From an optimization exercise on the open Yosys and OpenROAD flow, aimed at small area; shortcuts taken in it are not production practice.
Function was checked by simulation only, so behaviour that the tests miss may differ from the original.
Power and IR drop assume default switching activity.

## flow/run.sh

```bash
#!/bin/bash
# Layout flow: the standard ORFS flow, with its synthesis step run by
# synth_recipe_mod.tcl (see flow/patch_synth.py) instead of synth_recipe.tcl.
# Each tool's output goes to a log of its own: ORFS writes
# orfs/logs/<platform>/frame_gen/base/*.log, and this script writes
# flow_patch.log (the script patch) and flow_make.log (make, DEF export).
set -euo pipefail
HERE=$(pwd)
cp flow/synth_recipe_mod.tcl flow/abc_min.script "$HERE/"
python3 flow/patch_synth.py "$FLOW_HOME/scripts/synth.tcl" "$HERE/synth_mod.tcl" > flow_patch.log 2>&1
grep -q 'SYNTH_SCRIPT=' standard.sh
sed -e "s#SYNTH_SCRIPT=[^ ]*#SYNTH_SCRIPT=$HERE/synth_recipe_mod.tcl#" standard.sh > flow_standard_mod.sh
bash flow_standard_mod.sh finish > flow_make.log 2>&1
test -f out/final.def
```

## flow/abc_min.script

```
strash
&get -n
&fraig -x
&put
scorr
dc2
strash
&get -n
&dch -f
&nf -R 1000
&put
```

## flow/synth_recipe_mod.tcl

```tcl
proc synth {args} { yosys synth -nofsm -noshare {*}$args }
source [file dirname [info script]]/synth_mod.tcl
# left out here: clear keep_hierarchy, flatten, clean up, hide names made inside functions, write 1_2_yosys.v
```

## flow/patch_synth.py

```python
# Writes synth_mod.tcl: ORFS's synth.tcl with three changes for a smaller
# netlist; everything up to and including the flip-flop mapping is the same,
# so the registers (names, count, cell types) are those of the standard
# synthesis.
#  1. no Kogge-Stone carry-lookahead map for adders and comparators;
#  2. no extraction of full/half adder cells (abc maps that logic);
#  3. abc runs flow/abc_min.script, an area-oriented script.
import sys
src, dst = sys.argv[1], sys.argv[2]
s = open(src).read()
old = '''  set synth_full_args [concat $synth_full_args \\
    "-extra-map $::env(FLOW_HOME)/platforms/common/lcu_kogge_stone.v"]'''
assert old in s
s = s.replace(old, '  # (no Kogge-Stone carry-lookahead map)')
i = s.index('# Technology mapping of adders')
j = s.index('# Technology mapping of latches')
s = s[:i] + '# (adders are left to abc)\n\n' + s[j:]
old = '  log_cmd abc {*}$abc_args\n'
assert old in s
s = s.replace(old, '  log_cmd abc -script [file dirname [info script]]/abc_min.script {*}[lrange $abc_args 2 end]\n')
open(dst, 'w').write(s)
```

## standard.sh

```bash
#!/bin/bash
# synth_recipe.tcl (not shown) runs the flow's synth.tcl, then flattens the netlist and writes it again
# the make line also repeats each setting of config.mk as NAME=value (left out here)
make -C /OpenROAD-flow-scripts/flow DESIGN_CONFIG=/design/flow/config.mk WORK_HOME=/design/flow/orfs CLKGATE_MAP_FILE= SYNTH_SCRIPT=/design/flow/synth_recipe.tcl "${@:-finish}"
```

## config.mk

```make
export PLATFORM = sky130hd
export DESIGN_NAME = frame_gen
export DESIGN_NICKNAME = frame_gen
export VERILOG_FILES = /design/flow/design.v
export SDC_FILE = /design/flow/constraint.sdc
export NUM_CORES = 4
export LEC_CHECK = 0
export CAP_MARGIN = 20
export CORE_MARGIN = 2
export CORE_UTILIZATION = 40
export SLEW_MARGIN = 20
export SYNTH_MEMORY_MAX_BITS = 1048576
```

## constraint.sdc

```tcl
create_clock -name core_clock -period 100.0 [get_ports {clk}]
set_input_delay 20.0000 -clock core_clock [delete_from_list [all_inputs] [get_ports {clk}]]
set_output_delay 20.0000 -clock core_clock [all_outputs]
set_load 0.01 [all_outputs]
```

## design.v

```verilog
module decoder(
    input [1:0] pix_data,
    input [2:0] sel,
    output reg [7:0] decoded_pix_data
    );
always @(*) begin
    if (sel == 3'b111) begin                     
        if (pix_data == 2'b00) 
            decoded_pix_data = 8'b00000000;
        else if (pix_data == 2'b11)
            decoded_pix_data = 8'b11111111;
        else 
            decoded_pix_data = 8'b01100100;    
    end else if (sel == 3'b110) begin                  
        if (pix_data == 2'b00) 
            decoded_pix_data = 8'b00000000;
        else if (pix_data == 2'b11)
            decoded_pix_data = 8'b10010110;
        else 
            decoded_pix_data = 8'b00110010; 
    end else if (sel == 3'b001) begin                  
        if (pix_data == 2'b00) 
            decoded_pix_data = 8'b00000000;
        else if (pix_data == 2'b11)
            decoded_pix_data = 8'b10010110;
        else 
            decoded_pix_data = 8'b00110010;
    end else 
        decoded_pix_data = 8'b00000000;        
end   
endmodule
module pixel_memory_cubes (
    input  [9:0] pos,
    input  [8:0] height,
    output [1:0] pix_value
);
    wire [6:0] xb = pos[9:3] - 7'd18;               
    wire [2:0] xm = xb % 7'd5;
    wire       xq = (xb / 7'd5) & 1'b1;           
    wire [5:0] up = {xm, pos[2:0]};                
    wire [5:0] yb = height[8:3];
    wire [2:0] ym = yb % 6'd5;
    wire       hv = (yb / 6'd5) & 1'b1;            
    wire       py = (yb / 6'd10) & 1'b1;           
    wire [5:0] r  = {ym, height[2:0]};             
    wire       hu = xq ^ py;                       
    wire [5:0] thr_lo = hv ? r + 6'd1 : r;
    wire [5:0] thr_hi = hv ? 6'd39 - r : 6'd40 - r;
    wire [5:0] thr = hu ? thr_hi : thr_lo;
    wire       on = (up < thr) ^ hu ^ hv;
    assign pix_value = on ? (hu ? 2'd3 : 2'd1) : 2'd0;
endmodule
module pixel_memory_logo (input [9:0] pos, input [8:0] height, output reg [1:0] pix_value);
    always @(*) begin
        pix_value = 2'd3;
        if (height >= 9'd120 && height < 9'd137) begin
            if (pos >= 10'd224 && pos < 10'd289) pix_value = 2'd1;
            if (pos >= 10'd320 && pos < 10'd385) pix_value = 2'd1;
        end
        if (height >= 9'd137 && height < 9'd153) begin
            if (pos >= 10'd224 && pos < 10'd241) pix_value = 2'd1;
            if (pos >= 10'd272 && pos < 10'd289) pix_value = 2'd1;
            if (pos >= 10'd320 && pos < 10'd337) pix_value = 2'd1;
            if (pos >= 10'd368 && pos < 10'd385) pix_value = 2'd1;
        end
        if (height >= 9'd153 && height < 9'd169) begin
            if (pos >= 10'd224 && pos < 10'd241) pix_value = 2'd1;
            if (pos >= 10'd272 && pos < 10'd289) pix_value = 2'd1;
            if (pos >= 10'd320 && pos < 10'd337) pix_value = 2'd1;
            if (pos >= 10'd368 && pos < 10'd385) pix_value = 2'd1;
            if (pos >= 10'd400 && pos < 10'd417) pix_value = 2'd1;
            if (pos >= 10'd432 && pos < 10'd449) pix_value = 2'd1;
        end
        if (height >= 9'd169 && height < 9'd185) begin
            if (pos >= 10'd224 && pos < 10'd241) pix_value = 2'd1;
            if (pos >= 10'd272 && pos < 10'd289) pix_value = 2'd1;
            if (pos >= 10'd320 && pos < 10'd337) pix_value = 2'd1;
            if (pos >= 10'd368 && pos < 10'd385) pix_value = 2'd1;
            if (pos >= 10'd432 && pos < 10'd449) pix_value = 2'd1;
            if (pos >= 10'd480 && pos < 10'd497) pix_value = 2'd1;
            if (pos >= 10'd512 && pos < 10'd529) pix_value = 2'd1;
            if (pos >= 10'd544 && pos < 10'd577) pix_value = 2'd1;
            if (pos >= 10'd592 && pos < 10'd657) pix_value = 2'd1;
        end
        if (height >= 9'd185 && height < 9'd201) begin
            if (pos >= 10'd224 && pos < 10'd241) pix_value = 2'd1;
            if (pos >= 10'd272 && pos < 10'd337) pix_value = 2'd1;
            if (pos >= 10'd368 && pos < 10'd385) pix_value = 2'd1;
            if (pos >= 10'd400 && pos < 10'd417) pix_value = 2'd1;
            if (pos >= 10'd432 && pos < 10'd449) pix_value = 2'd1;
            if (pos >= 10'd464 && pos < 10'd481) pix_value = 2'd1;
            if (pos >= 10'd512 && pos < 10'd545) pix_value = 2'd1;
            if (pos >= 10'd592 && pos < 10'd609) pix_value = 2'd1;
            if (pos >= 10'd640 && pos < 10'd657) pix_value = 2'd1;
        end
        if (height >= 9'd201 && height < 9'd217) begin
            if (pos >= 10'd224 && pos < 10'd241) pix_value = 2'd1;
            if (pos >= 10'd368 && pos < 10'd385) pix_value = 2'd1;
            if (pos >= 10'd400 && pos < 10'd417) pix_value = 2'd1;
            if (pos >= 10'd432 && pos < 10'd465) pix_value = 2'd1;
            if (pos >= 10'd512 && pos < 10'd529) pix_value = 2'd1;
            if (pos >= 10'd592 && pos < 10'd609) pix_value = 2'd1;
            if (pos >= 10'd640 && pos < 10'd657) pix_value = 2'd1;
        end
        if (height >= 9'd217 && height < 9'd233) begin
            if (pos >= 10'd224 && pos < 10'd241) pix_value = 2'd1;
            if (pos >= 10'd256 && pos < 10'd353) pix_value = 2'd0;
            if (pos >= 10'd368 && pos < 10'd385) pix_value = 2'd1;
            if (pos >= 10'd400 && pos < 10'd417) pix_value = 2'd1;
            if (pos >= 10'd432 && pos < 10'd449) pix_value = 2'd1;
            if (pos >= 10'd464 && pos < 10'd481) pix_value = 2'd1;
            if (pos >= 10'd512 && pos < 10'd529) pix_value = 2'd1;
            if (pos >= 10'd592 && pos < 10'd609) pix_value = 2'd1;
            if (pos >= 10'd640 && pos < 10'd657) pix_value = 2'd1;
        end
        if (height >= 9'd233 && height < 9'd249) begin
            if (pos >= 10'd224 && pos < 10'd241) pix_value = 2'd1;
            if (pos >= 10'd296 && pos < 10'd313) pix_value = 2'd0;
            if (pos >= 10'd368 && pos < 10'd385) pix_value = 2'd1;
            if (pos >= 10'd400 && pos < 10'd417) pix_value = 2'd1;
            if (pos >= 10'd432 && pos < 10'd449) pix_value = 2'd1;
            if (pos >= 10'd480 && pos < 10'd497) pix_value = 2'd1;
            if (pos >= 10'd512 && pos < 10'd529) pix_value = 2'd1;
            if (pos >= 10'd592 && pos < 10'd657) pix_value = 2'd1;
        end
        if (height >= 9'd249 && height < 9'd281) begin
            if (pos >= 10'd224 && pos < 10'd241) pix_value = 2'd1;
            if (pos >= 10'd296 && pos < 10'd313) pix_value = 2'd0;
        end
        if (height >= 9'd281 && height < 9'd297) begin
            if (pos >= 10'd224 && pos < 10'd241) pix_value = 2'd1;
            if (pos >= 10'd296 && pos < 10'd313) pix_value = 2'd0;
            if (pos >= 10'd336 && pos < 10'd385) pix_value = 2'd0;
            if (pos >= 10'd400 && pos < 10'd449) pix_value = 2'd0;
            if (pos >= 10'd464 && pos < 10'd513) pix_value = 2'd0;
            if (pos >= 10'd528 && pos < 10'd545) pix_value = 2'd0;
            if (pos >= 10'd560 && pos < 10'd593) pix_value = 2'd0;
            if (pos >= 10'd608 && pos < 10'd625) pix_value = 2'd0;
            if (pos >= 10'd640 && pos < 10'd657) pix_value = 2'd0;
        end
        if (height >= 9'd297 && height < 9'd313) begin
            if (pos >= 10'd224 && pos < 10'd241) pix_value = 2'd1;
            if (pos >= 10'd296 && pos < 10'd313) pix_value = 2'd0;
            if (pos >= 10'd368 && pos < 10'd385) pix_value = 2'd0;
            if (pos >= 10'd400 && pos < 10'd417) pix_value = 2'd0;
            if (pos >= 10'd496 && pos < 10'd513) pix_value = 2'd0;
            if (pos >= 10'd528 && pos < 10'd561) pix_value = 2'd0;
            if (pos >= 10'd608 && pos < 10'd625) pix_value = 2'd0;
            if (pos >= 10'd640 && pos < 10'd721) pix_value = 2'd0;
        end
        if (height >= 9'd313 && height < 9'd329) begin
            if (pos >= 10'd224 && pos < 10'd241) pix_value = 2'd1;
            if (pos >= 10'd296 && pos < 10'd313) pix_value = 2'd0;
            if (pos >= 10'd336 && pos < 10'd385) pix_value = 2'd0;
            if (pos >= 10'd400 && pos < 10'd449) pix_value = 2'd0;
            if (pos >= 10'd464 && pos < 10'd513) pix_value = 2'd0;
            if (pos >= 10'd528 && pos < 10'd545) pix_value = 2'd0;
            if (pos >= 10'd608 && pos < 10'd625) pix_value = 2'd0;
            if (pos >= 10'd640 && pos < 10'd657) pix_value = 2'd0;
            if (pos >= 10'd672 && pos < 10'd689) pix_value = 2'd0;
            if (pos >= 10'd704 && pos < 10'd721) pix_value = 2'd0;
        end
        if (height >= 9'd329 && height < 9'd345) begin
            if (pos >= 10'd224 && pos < 10'd241) pix_value = 2'd1;
            if (pos >= 10'd296 && pos < 10'd313) pix_value = 2'd0;
            if (pos >= 10'd336 && pos < 10'd353) pix_value = 2'd0;
            if (pos >= 10'd368 && pos < 10'd385) pix_value = 2'd0;
            if (pos >= 10'd432 && pos < 10'd449) pix_value = 2'd0;
            if (pos >= 10'd464 && pos < 10'd481) pix_value = 2'd0;
            if (pos >= 10'd496 && pos < 10'd513) pix_value = 2'd0;
            if (pos >= 10'd528 && pos < 10'd545) pix_value = 2'd0;
            if (pos >= 10'd608 && pos < 10'd625) pix_value = 2'd0;
            if (pos >= 10'd640 && pos < 10'd657) pix_value = 2'd0;
            if (pos >= 10'd704 && pos < 10'd721) pix_value = 2'd0;
        end
        if (height >= 9'd345 && height < 9'd361) begin
            if (pos >= 10'd224 && pos < 10'd241) pix_value = 2'd1;
            if (pos >= 10'd296 && pos < 10'd313) pix_value = 2'd0;
            if (pos >= 10'd336 && pos < 10'd385) pix_value = 2'd0;
            if (pos >= 10'd400 && pos < 10'd449) pix_value = 2'd0;
            if (pos >= 10'd464 && pos < 10'd513) pix_value = 2'd0;
            if (pos >= 10'd528 && pos < 10'd545) pix_value = 2'd0;
            if (pos >= 10'd608 && pos < 10'd625) pix_value = 2'd0;
            if (pos >= 10'd640 && pos < 10'd657) pix_value = 2'd0;
            if (pos >= 10'd704 && pos < 10'd721) pix_value = 2'd0;
        end
    end
endmodule
module pixel_memory_choco_bar (
    input  [9:0] pos,
    input  [4:0] col_q25,
    input  [8:0] height,
    output [1:0] pix_value
);
    wire [6:0] yb = height[8:2] - 7'd10;
    wire [4:0] ym = yb % 7'd25;
    wire [6:0] u = {col_q25, pos[1:0]};           
    wire [6:0] v = {ym, height[1:0]};             
    wire mid = (v >= 7'd25) && (v <= 7'd74);
    wire [6:0] thr = (mid ? 7'd100 : 7'd99) - v;
    wire below = (u < thr);
    wire t = mid ? ((u < 7'd24) || (!below && (u < 7'd75))) : below;
    wire in_y = (height >= 9'd41) && (height <= 9'd439);
    wire in_x = (pos >= 10'd163) && (pos <= 10'd763);
    assign pix_value = !(in_x && in_y) ? 2'd0 : (pos == 10'd163 || t) ? 2'd3 : 2'd1;
endmodule
module frame_timing_gen (
    input clk,
    input rst,
    input en,
    output reg fval,
    output reg dval,
    output reg lval,
    output lval_negedge_out,
    output fval_posedge_out,
    output reg [9:0] line_pos,
    output reg [4:0] col_q25,
    output           col_mod3_zero,
    output reg [8:0] line_counter
    );
localparam POS0 = 63;                   
localparam [18:0] FVAL_CNT_0    = 19'h00001;
localparam [18:0] FVAL_CNT_1    = 19'h00002;
localparam [18:0] FVAL_CNT_LAST = 19'h501b7;    
reg [18:0] counter_fval;
reg [1:0]  col_mod3;
assign col_mod3_zero = (col_mod3 == 2'd0);
reg fval_samp;
reg lval_samp;
reg en_samp; 
wire fval_posedge = fval && !fval_samp; 
wire lval_negedge = !lval && lval_samp; 
wire en_posedge = en && !en_samp; 
assign lval_negedge_out = lval_negedge;
assign fval_posedge_out = fval_posedge;
wire last_line   = (line_counter >= 9'd479);
wire fval_wrap   = (counter_fval == FVAL_CNT_LAST);
wire [18:0] fval_step = {counter_fval[17:0],
                         counter_fval[18] ^ counter_fval[17] ^ counter_fval[16] ^ counter_fval[13]};
wire in_lines    = (line_pos >= POS0);                  
wire line_end    = (line_pos == POS0 + 900);            
always @(posedge clk or posedge rst) begin
    if (rst == 1) begin
        counter_fval <= FVAL_CNT_0;
        line_pos <= POS0 - 49;
        col_q25 <= 5'd12;
        col_mod3 <= 2'd2;
        line_counter <= 0;
        fval <= 1'b0;
        lval <= 1'b0;
        dval <= 1'b0;
        fval_samp <= 1'b0;
        lval_samp <= 1'b0;
        en_samp <= 1'b0;
    end else begin
        en_samp <= en;
        fval_samp <= fval;
        lval_samp <= lval;
        if (en && fval_wrap)
            fval <= 1'b1;
        else if (lval_negedge && last_line)
            fval <= 1'b0;
        else if (en_posedge)
            fval <= 1'b1;
        if (en)
            counter_fval <= fval_wrap ? FVAL_CNT_1 : fval_step;
        else if (fval_posedge)
            counter_fval <= FVAL_CNT_1;
        if (!fval)
            col_mod3 <= 2'd2;
        else
            col_mod3 <= (col_mod3 == 2'd2) ? 2'd0 : col_mod3 + 1'b1;
        if (!fval)
            col_q25 <= 5'd12;
        else if (line_pos[1:0] == 2'b11)
            col_q25 <= (col_q25 == 5'd24) ? 5'd0 : col_q25 + 1'b1;
        if (!fval)
            line_pos <= POS0 - 49;
        else if (line_end)
            line_pos <= POS0 + 1;
        else
            line_pos <= line_pos + 1;
        if (fval_posedge)
            line_counter <= 0;
        else if (lval_negedge)
            line_counter <= line_counter + 1;
        lval <= fval && in_lines && (line_pos < POS0 + 800 || line_end);
        dval <= lval && (line_pos >= POS0 + 80) && (line_pos < POS0 + 720) && (line_counter < 9'd480);
    end
end
endmodule
module frame_pattern_gen (
    input clk,
    input rst,
    input [2:0] sel,
    input dval,
    input lval_negedge,
    input fval_posedge,
    input [9:0] line_pos,
    input [4:0] col_q25,
    input       col_mod3_zero,       
    input [8:0] line_counter,
    output reg [7:0] pix_value
    );
reg [1:0] repeat1;
reg [7:0] reg_pix_value;
reg [1:0] pix_logo;
reg [1:0] pix_cubes;
reg [1:0] pix_choco_bar;
wire [1:0] new_logo;
wire [1:0] new_cubes;
wire [1:0] new_choco_bar;
wire sel_choco = (sel == 3'b001);
wire sel_cubes = (sel == 3'b110);
wire sel_logo  = (sel == 3'b111);
wire image_sel = sel_choco || sel_cubes || sel_logo;
pixel_memory_logo PIX_MEM_LOGO (
    .pos(line_pos), 
    .height(line_counter),
    .pix_value(new_logo)
);
pixel_memory_cubes PIX_MEM_CUBES (
    .pos(line_pos), 
    .height(line_counter), 
    .pix_value(new_cubes)
);
pixel_memory_choco_bar PIX_MEM_CHOCO_BAR (
    .pos(line_pos), 
    .col_q25(col_q25),
    .height(line_counter), 
    .pix_value(new_choco_bar)
);
wire [1:0] image_pix = sel_choco ? pix_choco_bar : sel_cubes ? pix_cubes : pix_logo;
wire [7:0] image_value;
decoder DECODER (
    .pix_data(image_pix),
    .sel(sel),
    .decoded_pix_data(image_value)
);
wire [7:0] band30 = line_counter[8:1] / 8'd15;
wire [7:0] straps_value = {4{band30[1:0]}};
wire col_odd = (line_pos >= 10'd225 && line_pos <= 10'd304) ||
               (line_pos >= 10'd385 && line_pos <= 10'd464) ||
               (line_pos >= 10'd545 && line_pos <= 10'd624) ||
               (line_pos >= 10'd705 && line_pos <= 10'd864);
wire below_480 = (line_counter < 9'd480);
wire checker_white = !below_480 || (col_odd ^ band30[1]);
always @(posedge clk or posedge rst) begin
    if (rst == 1) begin
      repeat1 <= 1;
      reg_pix_value <= 0;
      pix_logo <= 2'b11;
      pix_cubes <= 2'b00;
      pix_choco_bar <= 2'b00;
      pix_value <= 0;
    end else begin
        if (dval && sel == 3'b010 && repeat1 == 2'd3 && col_mod3_zero)
            reg_pix_value <= reg_pix_value + 1;
        else if (lval_negedge || fval_posedge)
            reg_pix_value <= 0;
        if (sel == 3'b010 && repeat1 != 2'd3)
            repeat1 <= repeat1 + 1;
        else if (fval_posedge)
            repeat1 <= 1;
        if (dval && image_sel) begin
            pix_logo <= new_logo;
            pix_cubes <= new_cubes;
            pix_choco_bar <= new_choco_bar;
        end else if (fval_posedge) begin
            pix_logo <= 2'b11;
            pix_cubes <= 2'b00;
            pix_choco_bar <= 2'b00;
        end
        if (sel == 3'b011)
            pix_value <= {8{checker_white}};
        else if (!dval)
            pix_value <= 0;
        else if (sel == 3'b000)
            pix_value <= straps_value;
        else if (image_sel)
            pix_value <= image_value;
        else if (sel == 3'b010 && repeat1 == 2'd3)
            pix_value <= reg_pix_value;
    end
end
endmodule
module frame_gen #(
    parameter FPS               = 30,
    parameter CLK_FREQ_HZ       = 13200000,
    parameter FVAL2LVAL         = 50,
    parameter LVAL2DVAL         = 80,
    parameter WIDTH             = 640,
    parameter HEIGHT            = 480,
    parameter LVAL_HIGH         = 800,
    parameter LVAL_LOW          = 100,
    parameter BPP               = 8
)(
    input clk,
    input rst,
    input en,                
    input [2:0] sel,         
    output fval,
    output lval,
    output dval,
    output [BPP-1:0] pix_data
    );
wire lval_negedge_out;
wire fval_posedge_out;
wire [9:0] line_pos;
wire [4:0] col_q25;
wire col_mod3_zero;
wire [8:0] line_counter;
frame_timing_gen FRAME_TIME_GEN (
    .clk(clk),
    .rst(rst),
    .en(en),
    .fval(fval),
    .lval(lval),
    .dval(dval),
    .lval_negedge_out(lval_negedge_out),
    .fval_posedge_out(fval_posedge_out),
    .line_pos(line_pos),
    .col_q25(col_q25),
    .col_mod3_zero(col_mod3_zero),
    .line_counter(line_counter)
);  
frame_pattern_gen FRAME_PAT_GEN (
    .clk(clk),
    .rst(rst),
    .sel(sel),
    .dval(dval),
    .lval_negedge(lval_negedge_out),
    .fval_posedge(fval_posedge_out),
    .line_pos(line_pos),
    .col_q25(col_q25),
    .col_mod3_zero(col_mod3_zero),
    .line_counter(line_counter),
    .pix_value(pix_data)
);    
endmodule
```

==> notes.md <==
status: finished clean
Max-cap violations: 0
measured slew at the worst slew-check pin: 853 ps
CTS tree: yes
final hold viol count: 0
Synth Area per Inst: 7.42 sq um
met3 GRT Util: 2.34%
Final period util: 22.3%
Seq cells post-synth: 75
Yosys top cell area share: 28.2%
Top FF cell, synth: dfrtp_1
via count: 6,083
peak fanout along the critical path: 9
LEAKAGE: 0.00255 uW
HP Class: flop to flop
Clock Latency Late Sink: 340 ps
Num Clock Sinks: 75
asr flop ratio synth: 100%
share of cells above drive strength 1: 3.82%
leading area contributor after synthesis: dfrtp_1
Final Wtd Congestion: 0.968
clk slew on worst S/H paths: 60 ps
initial antenna violation count: 0
peak supply drop: 0.0000605 V
die span in y: 124 um
Detailed Place HPWL: 12,200 um
DRC errors left: 0
antenna cells: 0
CTS Buf Count: 9
WL/cell: 16.9 um
RSZ-0062 raised after global routing: no
fmax: 0.0449 GHz
Netlist cell types: 55
Cell Pwr Density: 35.6 nW/um^2
first-pass GRT wire length: 27,500 um
fill cell count: 1,392
final core area utilization: 46.1%
met1 global-route usage: 29.1%
number of top-level pins: 17
width of the die: 124 um
CP Class: primary input to flop
area grow syn2layout: 12.0%
CP endpoint kind: flop
CP required: 100,250 ps
Max clock buf depth: 2
DR iter-0 viols: 650
number of global-route vias before repair: 5,686
Die ar.: 15,400 sq um
WP data arrival: 22,520 ps
CP startpoint kind: primary input
Final #Nets: 812
Fin Setup TNS: 0 ps
largest net degree at the start of global routing: 52
Routed Antenna Nets: 0
GR peak layer: met2
total grt overflow: 0
most frequent cell after synthesis: nand2_1
Starting Density: 41.2%
vias per inst: 6.14
number of cells produced by synthesis: 776
largest cells by area after synthesis: dfrtp_1, nand2_1, o21ai_0
Post-Route Skew: 9.85 ps
EDFF count, synth: 0
row count: 43
GRT Overall Usage: 22.3%
Resized cells post-CTS: 0
netlist area before placement: 5760 sq um
Hold Buf Count CTS: 0
Slew headroom: 42.7%
sequential fraction of the synthesis area: 32.8%
Port Buf Inserts: 16
met2 Resource Use GR: 38.4%
max-slew violations: 0
final WL: 16,700 um
Core Footprint: 14,000 sq um
Detailed Routing Iterations Pass 1: 5
min cycle time layout: 22,270 ps
clk root buf: clkbuf_16
most frequent cells after synthesis: nand2_1, nor2_1, o21ai_0
H-tree Lvls: 3
Setup Fix Bufs, Post-CTS: 0
syn_nets: 782
synth warn: 4
final setup fails: 0
state kept, by name, summed over array words and instances, names as in the netlist:
name                         cells
FRAME_PAT_GEN.pix_choco_bar      2
FRAME_PAT_GEN.pix_cubes          2
FRAME_PAT_GEN.pix_logo           2
FRAME_PAT_GEN.pix_value          8
FRAME_PAT_GEN.reg_pix_value      8
FRAME_PAT_GEN.repeat1            2
FRAME_TIME_GEN.col_mod3          2
FRAME_TIME_GEN.col_q25           5
FRAME_TIME_GEN.counter_fval     19
FRAME_TIME_GEN.dval              1
FRAME_TIME_GEN.en_samp           1
FRAME_TIME_GEN.fval              1
FRAME_TIME_GEN.fval_samp         1
FRAME_TIME_GEN.line_counter      9
FRAME_TIME_GEN.line_pos         10
FRAME_TIME_GEN.lval              1
FRAME_TIME_GEN.lval_samp         1
metrics by stage:
stage          setup slack, ps  area (sq um)  hold slack, ps  power [uW]  instances
3_5_place_dp             77450          6170             463         197        975
4_1_cts                  77790          6450             476         229        991
5_1_grt                  77520          6450             515         251        991
6_report                 77730          6450             473         229        991
2_1_floorplan            78330          5760             432         163        776
3_3_place_gp             77550          6170             458         194        975
power breakdown:
group	internal [uW]	leakage (uW)	switching [uW]
Clock	17.2	0.000135	13.9
Combinational	58.6	0.00148	84.3
Sequential	39.3	0.000943	16.2
routing by layer:
metal	wire (um)	share of wire (%)	vias to the layer above
met3	790	4.7	34
met4	384	2.3	0
met2	8110	48	227
met1	7440	45	2886
li1	-	-	2936
met5	0	0	-
cell type report:
type                    count  area, sq um  area share (%)
multi-input cells         683         3800            59.0
flip-flops and latches     75         1890            29.3
clock buffers               9          225            3.49
well taps                 180          225            3.49
repair buffers             19          183            2.83
inverters                  18         67.6            1.05
clock inverters             7         57.6           0.892
layout by cell type, fill, tap and decap left out, types with 12 or more instances in the layout:
cell type and n:
a21oi_1 64, a22o_1 12, a31oi_1 21, and2_0 19
and3_1 12, clkdlybuf4s50_1 16, clkinv_1 17, dfrtp_1 65
nand2_1 118, nand2b_1 16, nand3_1 20, nor2_1 98
nor2b_1 18, nor3_1 30, o21ai_0 86, xnor2_1 27
xor2_1 16
critical path: stages:
cell,delay (ps)
clkdlybuf4s50_1,600
nor2_1,80
nand2_1,160
and2_0,180
nand2_1,140
or2_0,380
or3_1,560
o31a_1,250
a21oi_1,160
kinds of logic after synthesis:
kind of cell             Yosys count  synth area share [%]
AND/OR/NAND/NOR                  375                  30.8
AO/OA/AOI/OAI                    258                  27.5
flip-flops                        75                  32.8
XOR/XNOR                          43                  6.54
buffers and inverters             18                  1.17
multiplexers                       4                 0.695
adder cells (fa/ha/maj)            3                 0.522
final timing paths:
kind / slack (ps) / depth (start not counted) / endpoint / start
min: 470 / 2 / FRAME_PAT_GEN.pix_choco_bar[0]$_DFFE_PP0P_ / FRAME_PAT_GEN.pix_choco_bar[0]$_DFFE_PP0P_
max: 77730 / 9 / FRAME_PAT_GEN.pix_value[5]$_DFFE_PP0P_ / sel[2]
max reg2reg: 92330 / 34 / FRAME_PAT_GEN.pix_cubes[1]$_DFFE_PP0P_ / FRAME_TIME_GEN.line_pos[4]$_DFF_PP0_
max in group asynchronous: 78940 / 3 / FRAME_TIME_GEN.col_q25[0]$_DFFE_PP0P_ / rst
min reg2reg: 470 / 2 / FRAME_PAT_GEN.pix_choco_bar[0]$_DFFE_PP0P_ / FRAME_PAT_GEN.pix_choco_bar[0]$_DFFE_PP0P_
min in group asynchronous: 20020 / 2 / FRAME_TIME_GEN.counter_fval[6]$_DFFE_PP0P_ / rst

re-timing with driven ports:
How much do the figures lean on ideal ports? The routed layout below was timed once more, with nothing changed but the port constraints. Step 1 assumes that a clkbuf_16 drives the clock port and a buf_2 every other input. Step 2 adds t to the input delays and takes it off the output delays; t is the mean of the earliest and latest rising clock arrival at the registers after step 1. Input paths then give back, and output paths get back, about the clock's delay inside the block. Three values: ideal, step 1, step 2; two values: the first two.
shift t [ns]: 0.373
setup slack, ns: 77.733 / 77.743 / 77.370
slew at the worst register clock pin (ns): 0.07 / 0.07
cell pins on the clock port's net: 1
After both steps this run still meets setup and hold. The setup slack of this run moves by +0.010 ns with the drivers and by -0.363 ns with both steps.
